This design comes from an exercise in tuning for small area on the open sky130 flow, not from production work. Only simulation tests tie the RTL to the original design; equivalence was not proved.

Design edgeDetection2, start of the top module:
module edgeDetection2(
    input  logic        clk,
    input  logic        n_rst,
    input  logic        startSignal,
    input  logic [23:0] inputData,
    input  logic        rwError,
    input  logic        readDone,
    input  logic        writeDone,
    output logic [31:0] readAddress,
    output logic [7:0]  outputData,
    output logic        readEnable,
    output logic        writeEnable,
    output logic        outputError
);
localparam [2:0] IDLE = 3'd0, GEN = 3'd1, WAITD = 3'd2, STORE = 3'd3,
                 ERR = 3'd4, WRITE = 3'd5;
reg [2:0] state;
wire exec  = (state == GEN);
wire sWait = (state == WAITD);
wire store = (state == STORE);
wire grab  = (state == WAITD) & readDone & ~rwError;
reg  [3:0] cnt;      
reg        np3;      
wire [9:0] cntIs;
assign cntIs[0] = ~cnt[3] & ~cnt[2] & ~cnt[1] & ~cnt[0];
assign cntIs[1] = ~cnt[3] & ~cnt[2] & ~cnt[1] &  cnt[0];
assign cntIs[2] = ~cnt[2] &  cnt[1] & ~cnt[0];
assign cntIs[3] = ~cnt[2] &  cnt[1] &  cnt[0];
assign cntIs[4] =  cnt[2] & ~cnt[1] & ~cnt[0];
assign cntIs[5] =  cnt[2] & ~cnt[1] &  cnt[0];
assign cntIs[6] =  cnt[2] &  cnt[1] & ~cnt[0];
assign cntIs[7] =  cnt[2] &  cnt[1] &  cnt[0];
assign cntIs[8] =  cnt[3] & ~cnt[0];
assign cntIs[9] =  cnt[3] &  cnt[0];
wire       cntTop = np3 ? cntIs[3] : cntIs[9];
always_ff @(posedge clk, negedge n_rst)
    if (!n_rst) state <= IDLE;
    else case (state)
        IDLE:    if (startSignal) state <= GEN;
        GEN:     state <= WAITD;
        WAITD:   if (rwError) state <= ERR; else if (readDone) state <= STORE;
        STORE:   state <= cntTop ? WRITE : GEN;
        WRITE:   if (writeDone) state <= GEN;
        default: state <= state;
    endcase
assign readEnable  = (state == WAITD);
assign writeEnable = (state == WRITE);
assign outputError = (state == ERR);
reg [1:0] row;       
reg [9:0] col;       
reg [8:0] off;       
wire rowWrap = row[1] & row[0];
wire colWrap = col[9] & col[7];
wire offWrap = &{off[8:6], off[4:1]};
reg  np3Pre;
wire colWrapD2 = np3 & ~np3Pre;
wire [9:0] colInc; wire [10:0] colC;
wire [8:0] offInc; wire [9:0] offC;
assign colC[0] = rowWrap;
  ...
clock: 12.0 ns
lec_check: 0
cap_margin: 20
core_margin: 2
core_utilization: 40
slew_margin: 20
synth_hierarchical: 1
standard.sh (not shown) runs the stock make flow with config.mk's settings and CLKGATE_MAP_FILE= SYNTH_SCRIPT=/design/flow/synth_recipe.tcl, a recipe that flattens the netlist after the stock synthesis.
==> flow/flow/run.sh <==
#!/bin/bash
# The standard layout (standard.sh) with two changes:
#  - the port buffers are the smallest buffer cell (sky130_fd_sc_hd__buf_1);
#  - clock tree synthesis inserts no dummy loads and builds the tree from
#    sky130_fd_sc_hd__clkbuf_4.
# All of standard.sh's output goes to standard.log; each ORFS step keeps its
# own log under orfs/logs/.
set -e
export BUFFER_PORTS_ARGS="-buffer_cell sky130_fd_sc_hd__buf_1"
export CTS_ARGS="-sink_clustering_enable -repair_clock_nets -dont_use_dummy_load -buf_list sky130_fd_sc_hd__clkbuf_4 -sink_clustering_size 20 -sink_clustering_max_diameter 120"
bash standard.sh > standard.log 2>&1
The baseline passed the timing, DRC and antenna checks.
Change:
Settings changed: CORE_UTILIZATION 40 to 60.
The changed run went through all stages and came out clean.
Non-clock buffer count goes down by 1.
Synthesized cell count stays the same.
Hold slack degrades by 0.0061 ns.

---

edgeDetection2 again, from the RTL that the note above started with.
## edgeDetection2
module edgeDetection2(
    input  logic        clk,
    input  logic        n_rst,
    input  logic        startSignal,
    input  logic [23:0] inputData,
    input  logic        rwError,
    input  logic        readDone,
    input  logic        writeDone,
    output logic [31:0] readAddress,
    output logic [7:0]  outputData,
    output logic        readEnable,
    output logic        writeEnable,
    output logic        outputError
);
clock: 12.0 ns
lec_check: 0
cap_margin: 20
core_margin: 2
core_utilization: 70
slew_margin: 20
synth_hierarchical: 1
==> flow/flow/run.sh <==
#!/bin/bash
# The standard layout (standard.sh) with two changes:
#  - the port buffers are the smallest buffer cell (sky130_fd_sc_hd__buf_1);
#  - clock tree synthesis inserts no dummy loads and builds the tree from
#    sky130_fd_sc_hd__clkbuf_4.
# All of standard.sh's output goes to standard.log; each ORFS step keeps its
# own log under orfs/logs/.
set -e
export BUFFER_PORTS_ARGS="-buffer_cell sky130_fd_sc_hd__buf_1"
export CTS_ARGS="-sink_clustering_enable -repair_clock_nets -dont_use_dummy_load -buf_list {sky130_fd_sc_hd__clkbuf_2 sky130_fd_sc_hd__clkbuf_4}"
bash standard.sh > standard.log 2>&1
The first run produced a clean layout.
Then changed:
--- a/flow/flow/run.sh
+++ b/flow/flow/run.sh
@@ -9,3 +9,3 @@
 export BUFFER_PORTS_ARGS="-buffer_cell sky130_fd_sc_hd__buf_1"
-export CTS_ARGS="-sink_clustering_enable -repair_clock_nets -dont_use_dummy_load -buf_list {sky130_fd_sc_hd__clkbuf_2 sky130_fd_sc_hd__clkbuf_4}"
+export CTS_ARGS="-sink_clustering_enable -repair_clock_nets -dont_use_dummy_load -buf_list sky130_fd_sc_hd__clkbuf_4 -sink_clustering_size 10 -sink_clustering_max_diameter 40"
 bash standard.sh > standard.log 2>&1
Settings changed: CORE_UTILIZATION 70 to 40.
Outcome: Via count went down by a few percent. Clock skew went up by 0.0072 ns. Setup slack gets better by 0.090 ns. Cell count went up by about a fifth. First-iteration DRC count went down by well over a third. Critical path depth stays the same. Fmax went up slightly. Hold slack gets better by 0.0073 ns.
Then changed:
--- a/flow/flow/run.sh
+++ b/flow/flow/run.sh
@@ -9,3 +9,3 @@
 export BUFFER_PORTS_ARGS="-buffer_cell sky130_fd_sc_hd__buf_1"
-export CTS_ARGS="-sink_clustering_enable -repair_clock_nets -dont_use_dummy_load -buf_list sky130_fd_sc_hd__clkbuf_4 -sink_clustering_size 10 -sink_clustering_max_diameter 40"
+export CTS_ARGS="-sink_clustering_enable -repair_clock_nets -dont_use_dummy_load -buf_list sky130_fd_sc_hd__clkbuf_4 -sink_clustering_size 12 -sink_clustering_max_diameter 60"
 bash standard.sh > standard.log 2>&1
Effect:
- sequential share of layout area is unchanged
- final area is unchanged
- cell count does not change
- wire length is unchanged
- worst setup slack does not change
- non-clock buffer count stays the same
- count of clock-buffer cells in the layout stays the same
- critical path depth does not change
Then changed:
--- a/flow/flow/run.sh
+++ b/flow/flow/run.sh
@@ -9,3 +9,3 @@
 export BUFFER_PORTS_ARGS="-buffer_cell sky130_fd_sc_hd__buf_1"
-export CTS_ARGS="-sink_clustering_enable -repair_clock_nets -dont_use_dummy_load -buf_list sky130_fd_sc_hd__clkbuf_4 -sink_clustering_size 12 -sink_clustering_max_diameter 60"
+export CTS_ARGS="-sink_clustering_enable -repair_clock_nets -dont_use_dummy_load -buf_list sky130_fd_sc_hd__clkbuf_4 -sink_clustering_size 20 -sink_clustering_max_diameter 120"
 bash standard.sh > standard.log 2>&1
Settings changed: CORE_UTILIZATION 40 to 80.
- die area is lower by 49%
- wire length is higher by 20%
- via count is higher by 8.4%
- maximum frequency is lower by 1.4%
- flip-flop and latch count is unchanged
- worst setup slack loses 0.15 ns

[re-timing with driven ports]
The flow's constraints put no driver on any port. The routed layouts listed below were extracted and timed again, unchanged, in two steps. Step 1, drivers: a clkbuf_16 drives clk and a buf_2 each remaining input, both assumed. Step 2, shift: input delay + t, output delay - t, t = (earliest + latest rising clock arrival at the registers) / 2. This alone moves slack from input paths to output paths. Three values: no drivers, after step 1, after step 2; two values: the first two.
run	t, ns	setup WS [ns]	worst setup path at the end
the first run of note 1	0.554	1.315 / 1.315 / 1.315	register to register
the second run of note 1	0.539	1.352 / 1.352 / 1.352	register to register
the first run of note 2	0.536	1.225 / 1.225 / 1.225	register to register
the second run of note 2	0.554	1.315 / 1.315 / 1.315	register to register
the third run of note 2	0.554	1.315 / 1.315 / 1.315	register to register
the fourth run of note 2	0.543	1.162 / 1.162 / 1.162	register to register
After both steps every run listed still meets setup and hold.
